Context: an optimization exercise on an open-source flow, tuned for small area. The choices shown serve that exercise and are no tape-out recipe.
Only simulation tests tie the RTL to the original design; equivalence was not proved.
No activity file was given, so power comes from the tool's default toggle rates.

==> flow/design.v, too long to show whole: its modules and the start of the top module <==
// module csa_fa: 4 lines
// module mx_aoi3: 3 lines
// module mx_aoi2: 3 lines
// module mx_nand2: 3 lines
// module mx_nand3: 3 lines
// module mx_nand4: 3 lines
// module mx_and4: 3 lines
// module downsampler: 202 lines
// module hb_stages: 967 lines
// module srrc_stage: 2345 lines
// module RF_Channel_RX: 15 lines
// module rx_chain: 25 lines
module rx_chain(
    input wire clk, reset,
    input wire signed [17:0] sig_in,  
    input wire [3:0] delay_chain1, delay_chain2, delay_chain3,
    output wire signed [17:0] decision_variable,  
    output wire signed [17:0] test_point3a, test_point3b
);
  // ...
==> flow/flow/run.sh <==
#!/bin/bash
# The standard layout (the standard.sh, its synthesis unchanged) with two
# changes to how it is built: the port buffers use the smallest buffer cell, and
# the clock tree is built without dummy loads (clkbuf_8 buffers, clusters of at
# most 20 sinks within 60 um). make's output goes to standard.log; ORFS keeps
# each step's own log under orfs/logs.
set -euo pipefail
bash standard.sh finish \
  "BUFFER_PORTS_ARGS=-buffer_cell sky130_fd_sc_hd__buf_1" \
  "CTS_ARGS=-sink_clustering_enable -repair_clock_nets -dont_use_dummy_load -buf_list sky130_fd_sc_hd__clkbuf_8 -sink_clustering_size 20 -sink_clustering_max_diameter 60" \
  > standard.log 2>&1
==> flow/standard.sh <==
#!/bin/bash
# synth_recipe.tcl (not shown) runs the flow's synth.tcl, then flattens the netlist and writes it again
# the make line also repeats each setting of config.mk as NAME=value (left out here)
make -C /OpenROAD-flow-scripts/flow DESIGN_CONFIG=/design/flow/config.mk WORK_HOME=/design/flow/orfs CLKGATE_MAP_FILE= SYNTH_SCRIPT=/design/flow/synth_recipe.tcl "${@:-finish}"
==> flow/config.mk <==
export PLATFORM = sky130hd
export DESIGN_NAME = rx_chain
export DESIGN_NICKNAME = rx_chain
export VERILOG_FILES = /design/flow/design.v
export SDC_FILE = /design/flow/constraint.sdc
export NUM_CORES = 4
export LEC_CHECK = 0
export CAP_MARGIN = 20
export CORE_MARGIN = 2
export CORE_UTILIZATION = 70
export CTS_BUF_LIST = sky130_fd_sc_hd__clkbuf_8
export CTS_CLUSTER_DIAMETER = 60
export CTS_CLUSTER_SIZE = 20
export SLEW_MARGIN = 20
export SYNTH_HIERARCHICAL = 1
export SYNTH_MINIMUM_KEEP_SIZE = 0
==> flow/constraint.sdc <==
create_clock -name core_clock -period 17.0 [get_ports {clk}]
set_input_delay 3.4000 -clock core_clock [delete_from_list [all_inputs] [get_ports {clk}]]
set_output_delay 3.4000 -clock core_clock [all_outputs]
set_load 0.01 [all_outputs]
==> notes.md, run 1 <==
initial antenna violation count 4; logic gate share of total power 0.424; final worst setup slack 5.75 ns; y dimension of the die 335 um; Routability Congestion 1.09; multi-input combinational area share 0.379; combinational family with the most area after synthesis adder cells; R2R depth 28; CP startpoint rx.decim.p3[11]$_DFF_P_; status no timing/DRC/antenna violations; reg2reg setup slack 5.75 ns; metal3 WL 17.4 mm; final net count 5981; clk slew on worst S/H paths 0.12 ns; Stages on worst setup path 28; Pwr top registers; Worst Max-Slew Pin Slew 1.19 ns; vias 36691; Setup crit end rx.decim.r1[0][17]$_DFF_P_; P_seq 6670 uW; largest cells by area after synthesis dfxtp_1 58%, fa_1 29%, a222oi_1 2.8%, mux2_2 2.0%, ha_1 1.4%; Netlist Area Pre-Place 0.0768 sq mm; compound-gate portion of the synthesized area 0.0355; Crit path largest cell delay 0.64 ns; Fin. Hold Viols 0; Top reg by flops rx.filt2.ln; final wirelength 187 mm; combinational power 6520 uW; H-tree Lvls 4
==> run 2, diff against run 1 <==
--- a/flow/config.mk
+++ b/flow/config.mk
@@ -7,7 +7,7 @@
 export LEC_CHECK = 0
 export CAP_MARGIN = 20
 export CORE_MARGIN = 2
-export CORE_UTILIZATION = 70
+export CORE_UTILIZATION = 60
 export CTS_BUF_LIST = sky130_fd_sc_hd__clkbuf_8
 export CTS_CLUSTER_DIAMETER = 60
 export CTS_CLUSTER_SIZE = 20
==> run 2 against run 1 <==
Net effect: clock skew shrank 0.010 ns; sequential cell count stayed put; worst hold slack better by 0.033 ns; die area up 16%.
==> notes.md, run 2 <==
status no timing/DRC/antenna violations; 1st-iter DRT viols 3340; row cnt 131; EDFF count, synth 18; final wirelength 186 mm (-0.53%); Slew HR 0.198; Final ANT Viol Nets 0; Post-synth top cells 2231 x dfxtp_1, 1128 x fa_1, 217 x a222oi_1, 188 x inv_1, 136 x mux2_2; ys flop type dfxtp_1; Clock Path Buffers 3; FF/Latch Area 0.0453 sq mm; Worst Skew 0.114 ns; DR pass1 iterations 10; Tot Pwr 15300 uW; largest registers rx.filt2.ln (1076), rx.decim.r2 (270), rx.decim.r1 (234); max reg flops 1076; Power Density 188 mW/mm^2; final net count 5991 (+0.17%); total CTS buffers 138; Worst Max-Slew Pin Slew 1.20 ns (+0.0137 ns); crit path kind flip-flop to flip-flop; Via-to-Cell Ratio 5.61; total track usage 0.295; vias in the first global route 39041; most used cell, CP fa_1; synthesized flop and latch total 2253; largest cells by area after synthesis dfxtp_1 58%, fa_1 29%, a222oi_1 2.8%, mux2_2 2.0%, ha_1 1.4%; Mean Syn Cell Area 16.8 sq um; Worst setup EP type flip-flop; post-layout min period 11.30 ns; Area Overhead vs Synth 5.63%; Post-synth ARST share 0.00178; most frequent cell after synthesis dfxtp_1; CTS Root Cell clkbuf_8; dpl cells 6270; cell type with the highest aggregate area in the netlist dfxtp_1; share of the synthesized area in the top cell type 0.582; drt drc 0; Post-Route Setup TNS 0 ns; CTS tree done; Fin. Hold Viols 0 (unchanged); largest net degree at the start of global routing 90; Slowest-stage cell, CP dfxtp_1; vias 35961 (-2.0%); sequential share of the synthesized area 0.590; # setup viols final 0; grt ovf 0; first-pass GRT wire length 270 mm; core area 0.127 sq mm; Port-buffer cells 84; Netlist Area Pre-Place 0.0768 sq mm (unchanged); worst-path fanout max 6; CP arrival 12.08 ns; Yosys warnings 18; postcts setup bufs 0; reg2reg setup slack 5.70 ns (-0.05 ns); syn nets 5808; Max Cap Viol 0; area of the multi-input gates 0.0306 sq mm; initial antenna violation count 4 (unchanged); final worst path period share 0.665; y dimension of the die 362 um (+7.9%); Leak Pwr 0.0340 uW; io pins 86; Crit path largest cell delay 0.63 ns (about the same); RSZ-0062 raised after global routing no; commonest non-fill, non-tap cell in the layout dfxtp_1; post-cts resize count 0; post-layout util 0.637; DP HPWL 146 mm; DR WL/cell 29.1 um; clk slew on worst S/H paths 0.11 ns (about the same); die area 0.131 sq mm; worst min path class flip-flop to flip-flop; Top reg by flops rx.filt2.ln; required time of the critical path 17.77 ns; layout cells sized above 1 0.0769; initial core utilization 0.603; max-slew violation count 0; Max Freq 88.5 MHz; synthesized instance count 4565; fin cells 6411; H-tree Lvls 4 (unchanged); die width 362 um; type of element launching the critical path flip-flop; Routability Congestion 1.05 (-3.7%); # clock sinks 2253; FILL cells 9427; Max IR drop VDD 0.461 mV; most frequent cells in the layout 2231 x dfxtp_1, 1128 x fa_1, 217 x a222oi_1; CTS hold repair buffers 0; Skew-Pair Late Insertion Delay 0.87 ns; Netlist cell types 63
run 2: changes by cell type in the layout (fill, tap and decap cells not counted), sizes merged:
cell / delta
buf: +10
diode: -2
run 2: logic make-up after synthesis:
logic type                 Yosys count  synth area share
AOI/OAI and AO/OA                  284            0.0355
DFF                               2253             0.590
adders and majority gates         1214             0.308
muxes                              151            0.0221
buffers and inverters              257            0.0145
and+or+nand+nor                    400            0.0288
xor gates and xnor gates             6           0.00108
run 2: final timing paths:
path / from / to / cells past startpoint
max: rx.decim.p3[10]$_DFF_P_ / rx.decim.r1[0][17]$_DFF_P_ / 28
min: rx.filt2.ln[141][1]$_DFF_P_ / rx.filt2.ln[142][1]$_DFF_P_ / 0
max reg2reg: rx.decim.p3[10]$_DFF_P_ / rx.decim.r1[0][17]$_DFF_P_ / 28
min reg2reg: rx.filt2.ln[141][1]$_DFF_P_ / rx.filt2.ln[142][1]$_DFF_P_ / 0
max in group asynchronous: reset / clk_phase[0]$_DFF_PP0_ / 2
min in group asynchronous: reset / clk_phase[0]$_DFF_PP0_ / 2
run 2: power by group:
group / switching (uW) / leakage (uW) / internal, uW / total, uW
sequential: 411 / 0.0186 / 6240 / 6650
clock: 1450 / 0.000992 / 734 / 2180
combinational: 3510 / 0.0144 / 2910 / 6420
run 2: cell type report:
class | count | area share
Tap cell | 1662 | 0.0256
Antenna cell | 3 | 0.0000926
Multi-Input combinational cell | 2055 | 0.377
Timing Repair Buffer | 111 | 0.00654
Sequential cell | 2253 | 0.559
Inverter | 189 | 0.00875
Clock buffer | 138 | 0.0234
run 2: routing by layer:
metal	vias up	wire, um	track usage	share of wire
met1	18902	75000	0.389	0.40
li1	15336	-	-	-
met3	416	13300	0.0642	0.071
met2	1305	87400	0.469	0.47
met4	2	10800	0.144	0.058
met5	-	13	0	0.000070
run 2: critical path: cells and delay by family (launching register included):
kind                       cells  cell delay (ns)
DFF                            1             0.63
muxes                          1             0.31
AOI/OAI and AO/OA              4             0.68
adders and majority gates     23             9.58
run 2: Yosys stat by module (local to each module, per instance), excerpt:
module / flip-flops and latches / copies in the design
csa_fa: 0 / 1128
srrc_stage: 1238 / 1
hb_stages: 795 / 1
rx_chain: 4 / 1
mx_and4: 0 / 36
mx_nand4: 0 / 18
run 2: per-stage QoR:
| stage | hold WS [ns] | instance area (sq um) | setup WS (ns) |
|---|---|---|---|
| finish | 0.274 | 81100 | 5.70 |
| global route | 0.262 | 81100 | 5.36 |
| CTS | 0.263 | 81100 | 5.60 |
| detailed placement | 0.312 | 79200 | 5.59 |
| global placement | 0.310 | 79200 | 5.68 |
| floorplan | 0.310 | 76800 | 6.24 |
==> run 3, diff against run 2 <==
==> flow/flow/run.sh (replaced) <==
#!/bin/bash
# The standard layout (the standard.sh, its synthesis unchanged) with two
# changes to how it is built: the port buffers use the smallest buffer cell, and
# the clock tree is built without dummy loads (clkbuf_4 and clkbuf_8 buffers, clusters of at
# most 20 sinks within 60 um). make's output goes to standard.log; ORFS keeps
# each step's own log under orfs/logs.
set -euo pipefail
bash standard.sh finish \
  "BUFFER_PORTS_ARGS=-buffer_cell sky130_fd_sc_hd__buf_1" \
  "CTS_ARGS=-sink_clustering_enable -repair_clock_nets -dont_use_dummy_load -buf_list {sky130_fd_sc_hd__clkbuf_4 sky130_fd_sc_hd__clkbuf_8} -sink_clustering_size 20 -sink_clustering_max_diameter 60" \
  > standard.log 2>&1
==> run 3 against run 2 <==
Net effect: clock skew did not move; synthesized cell count is the same; die area unchanged; worst hold slack unchanged; sequential power about the same; clock power hardly changed; sequential cell count unchanged; area after synthesis unchanged; routed wire length did not move; via count did not move; critical path type unchanged; critical endpoint unchanged.
==> notes.md, run 3 <==
FF/Latch Area 0.0453 sq mm (unchanged); hold_sp rx.filt2.ln[141][1]$_DFF_P_; share of the synthesized area in the top cell type 0.582 (unchanged); synthesized flop and latch total 2253 (unchanged); Slowest-stage cell, CP dfxtp_1; status no timing/DRC/antenna violations; CTS tree done; worst hold slack 0.274 ns (unchanged); Worst path top cell family by delay adder cells; post-layout util 0.637 (unchanged); max-slew violation count 0 (unchanged); y dimension of the die 362 um (unchanged); # clock sinks 2253 (unchanged); cell type with the highest aggregate area in the netlist dfxtp_1; Routability Congestion 1.05 (unchanged); Area Overhead vs Synth 5.63% (unchanged); Leak Pwr 0.0340 uW (unchanged); Netlist cell types 63 (unchanged); reg2reg setup slack 5.70 ns (about the same); CTS hold repair buffers 0 (unchanged); Max Freq 88.5 MHz (unchanged); Worst Skew 0.114 ns (unchanged); type of element launching the critical path flip-flop; Mean Syn Cell Area 16.8 sq um (unchanged); CP arrival 12.08 ns (about the same); Skew-Pair Late Insertion Delay 0.87 ns (about the same); core area 0.127 sq mm (unchanged); drt drc 0 (unchanged); final net count 5991 (unchanged); commonest non-fill, non-tap cell in the layout dfxtp_1; 1st-iter DRT viols 3340 (unchanged); syn nets 5808 (unchanged); Clock Path Buffers 3 (unchanged); Max IR drop VDD 0.461 mV (unchanged); total track usage 0.295 (unchanged); H-tree Lvls 4 (unchanged); Min-Delay Path Depth 0 (unchanged); R2R depth 28 (unchanged); worst-path fanout max 6 (unchanged); Worst Max-Slew Pin Slew 1.20 ns (unchanged); Slew HR 0.198 (unchanged); die width 362 um (unchanged); largest cells by area after synthesis dfxtp_1 58%, fa_1 29%, a222oi_1 2.8%, mux2_2 2.0%, ha_1 1.4%; vias 35961 (unchanged); synthesized instance count 4565 (unchanged); Crit path largest cell delay 0.63 ns (about the same); most used cell, CP fa_1; area of the multi-input gates 0.0306 sq mm (unchanged); grt ovf 0 (unchanged); postcts setup bufs 0 (unchanged); largest net degree at the start of global routing 90 (unchanged); die area 0.131 sq mm (unchanged); CTS Root Cell clkbuf_8; Worst R2R End rx.decim.r1[0][17]$_DFF_P_; final worst path period share 0.665 (unchanged); ys flop type dfxtp_1; post-cts resize count 0 (unchanged); dpl cells 6270 (unchanged); WHS Endpoint rx.filt2.ln[142][1]$_DFF_P_; DR pass1 iterations 10 (unchanged); CP bufs+invs 0 (unchanged); required time of the critical path 17.77 ns (about the same); sequential share of the synthesized area 0.590 (unchanged); Worst setup EP type flip-flop; DP HPWL 146 mm (unchanged); # setup viols final 0 (unchanged); Post-Route Setup TNS 0 ns (unchanged); Fin. Hold Viols 0 (unchanged); final wirelength 186 mm (unchanged); first-pass GRT wire length 270 mm (unchanged); clk slew on worst S/H paths 0.11 ns (about the same); initial antenna violation count 4 (unchanged); vias in the first global route 39041 (unchanged); Power Density 188 mW/mm^2 (unchanged); post-layout min period 11.30 ns (unchanged); Via-to-Cell Ratio 5.61 (unchanged); worst min path class flip-flop to flip-flop; Netlist Area Pre-Place 0.0768 sq mm (unchanged); largest registers rx.filt2.ln (1076), rx.decim.r2 (270), rx.decim.r1 (234); io pins 86 (unchanged); total CTS buffers 138 (unchanged); Max Cap Viol 0 (unchanged); fin cells 6411 (unchanged); RSZ-0062 raised after global routing no; max reg flops 1076 (unchanged); crit path kind flip-flop to flip-flop; EDFF count, synth 18 (unchanged); FILL cells 9427 (unchanged); Post-synth top cells 2231 x dfxtp_1, 1128 x fa_1, 217 x a222oi_1, 188 x inv_1, 136 x mux2_2; row cnt 131 (unchanged); Yosys warnings 18 (unchanged); r2r startpoint rx.decim.p3[10]$_DFF_P_; Top reg by flops rx.filt2.ln; Port-buffer cells 84 (unchanged); initial core utilization 0.603 (unchanged); most frequent cells in the layout 2231 x dfxtp_1, 1128 x fa_1, 217 x a222oi_1; layout cells sized above 1 0.0769 (unchanged); most frequent cell after synthesis dfxtp_1; Final ANT Viol Nets 0 (unchanged); Post-synth ARST share 0.00178 (unchanged); DR WL/cell 29.1 um (unchanged)
[run 3: per-layer routing]
layer  up-vias  routed length (um)  global-route usage
li1      15336                   -                   -
met1     18902               75000               0.389
met2      1305               87400               0.469
met3       416               13300              0.0642
met4         2               10800               0.144
met5         -                  13                   0
[run 3: cells by family after synthesis]
logic type               share of synthesized area
multiplexers                                0.0221
AND/OR/NAND/NOR                             0.0288
flip-flops                                   0.590
XOR/XNOR                                   0.00108
buffers and inverters                       0.0145
adder cells (fa/ha/maj)                      0.308
AO/OA/AOI/OAI                               0.0355
[run 3: layout make-up]
| class | count | area share |
|---|---|---|
| diodes | 3 | 0.0000926 |
| clock buffers | 138 | 0.0234 |
| inverters | 189 | 0.00875 |
| multi-input cells | 2055 | 0.377 |
| flip-flops and latches | 2253 | 0.559 |
| well taps | 1662 | 0.0256 |
| repair buffers | 111 | 0.00654 |
[run 3: power breakdown]
group / internal [uW] / leakage (uW) / switching, uW
sequential: 6240 / 0.0186 / 411
clock: 734 / 0.000992 / 1450
combinational: 2910 / 0.0144 / 3510
[run 3: through the flow]
step	instance area, sq um	worst slack, ns	power (uW)
global placement	79200	5.68	13300
floorplan	76800	6.24	10900
finish	81100	5.70	15300
global route	81100	5.36	16500
CTS	81100	5.60	15700
detailed placement	79200	5.59	13500
[run 3: Yosys stat by module, one instance, submodules excluded, a selection]
module	cells	times used	area (sq um)	flops+latches
mx_and4	1	36	8.76	0
downsampler	256	1	4840	216
hb_stages	1209	1	19000	795
mx_nand4	1	18	6.26	0
mx_aoi3	1	216	10.0	0
rx_chain	10	1	143	4
srrc_stage	1620	1	27200	1238
mx_aoi2	1	18	12.5	0
mx_nand2	1	54	3.75	0
csa_fa	1	1128	20.0	0
[run 3: worst max path at each step]
| stage | from | endpoint | cells past startpoint |
|---|---|---|---|
| 3_5_place_dp | rx.decim.p3[10]$_DFF_P_ | rx.decim.r1[0][17]$_DFF_P_ | 28 |
| 6_report | rx.decim.p3[10]$_DFF_P_ | rx.decim.r1[0][17]$_DFF_P_ | 28 |
| 4_1_cts | rx.decim.p3[10]$_DFF_P_ | rx.decim.r1[0][17]$_DFF_P_ | 28 |
| 2_1_floorplan | clk_phase[0]$_DFF_PP0_ | rx.decim.r1[0][17]$_DFF_P_ | 28 |
| 5_1_grt | rx.decim.p3[10]$_DFF_P_ | rx.decim.r1[0][17]$_DFF_P_ | 28 |
| 3_3_place_gp | rx.decim.p3[10]$_DFF_P_ | rx.decim.r1[0][17]$_DFF_P_ | 28 |

==> afterwards: timing with drivers on the ports <==
The flow's constraints put no driver on any port. The routed layouts listed below were extracted and timed again, unchanged, in two steps. Step 1, drivers: a clkbuf_16 drives clk and a buf_2 each remaining input, both assumed. Step 2 times the ports against the registers' clock, not the clock port: input delays grow and output delays shrink by t, the midpoint of the rising clock arrivals with the driver on. Slacks: no drivers / after step 1 / after step 2; pairs: no drivers / after step 1.
| run | shift t [ns] | setup slack, ns | worst slew at a driven data input, ns | cell pins on the clock port's net |
|---|---|---|---|---|
| run 1 | 0.892 | 5.749 / 5.749 / 5.749 | 0.09 | 1 |
| run 2 | 0.893 | 5.699 / 5.699 / 5.699 | 0.04 | 1 |
| run 3 | 0.893 | 5.699 / 5.699 / 5.699 | 0.04 | 1 |
After both steps setup and hold are still met in every run listed.
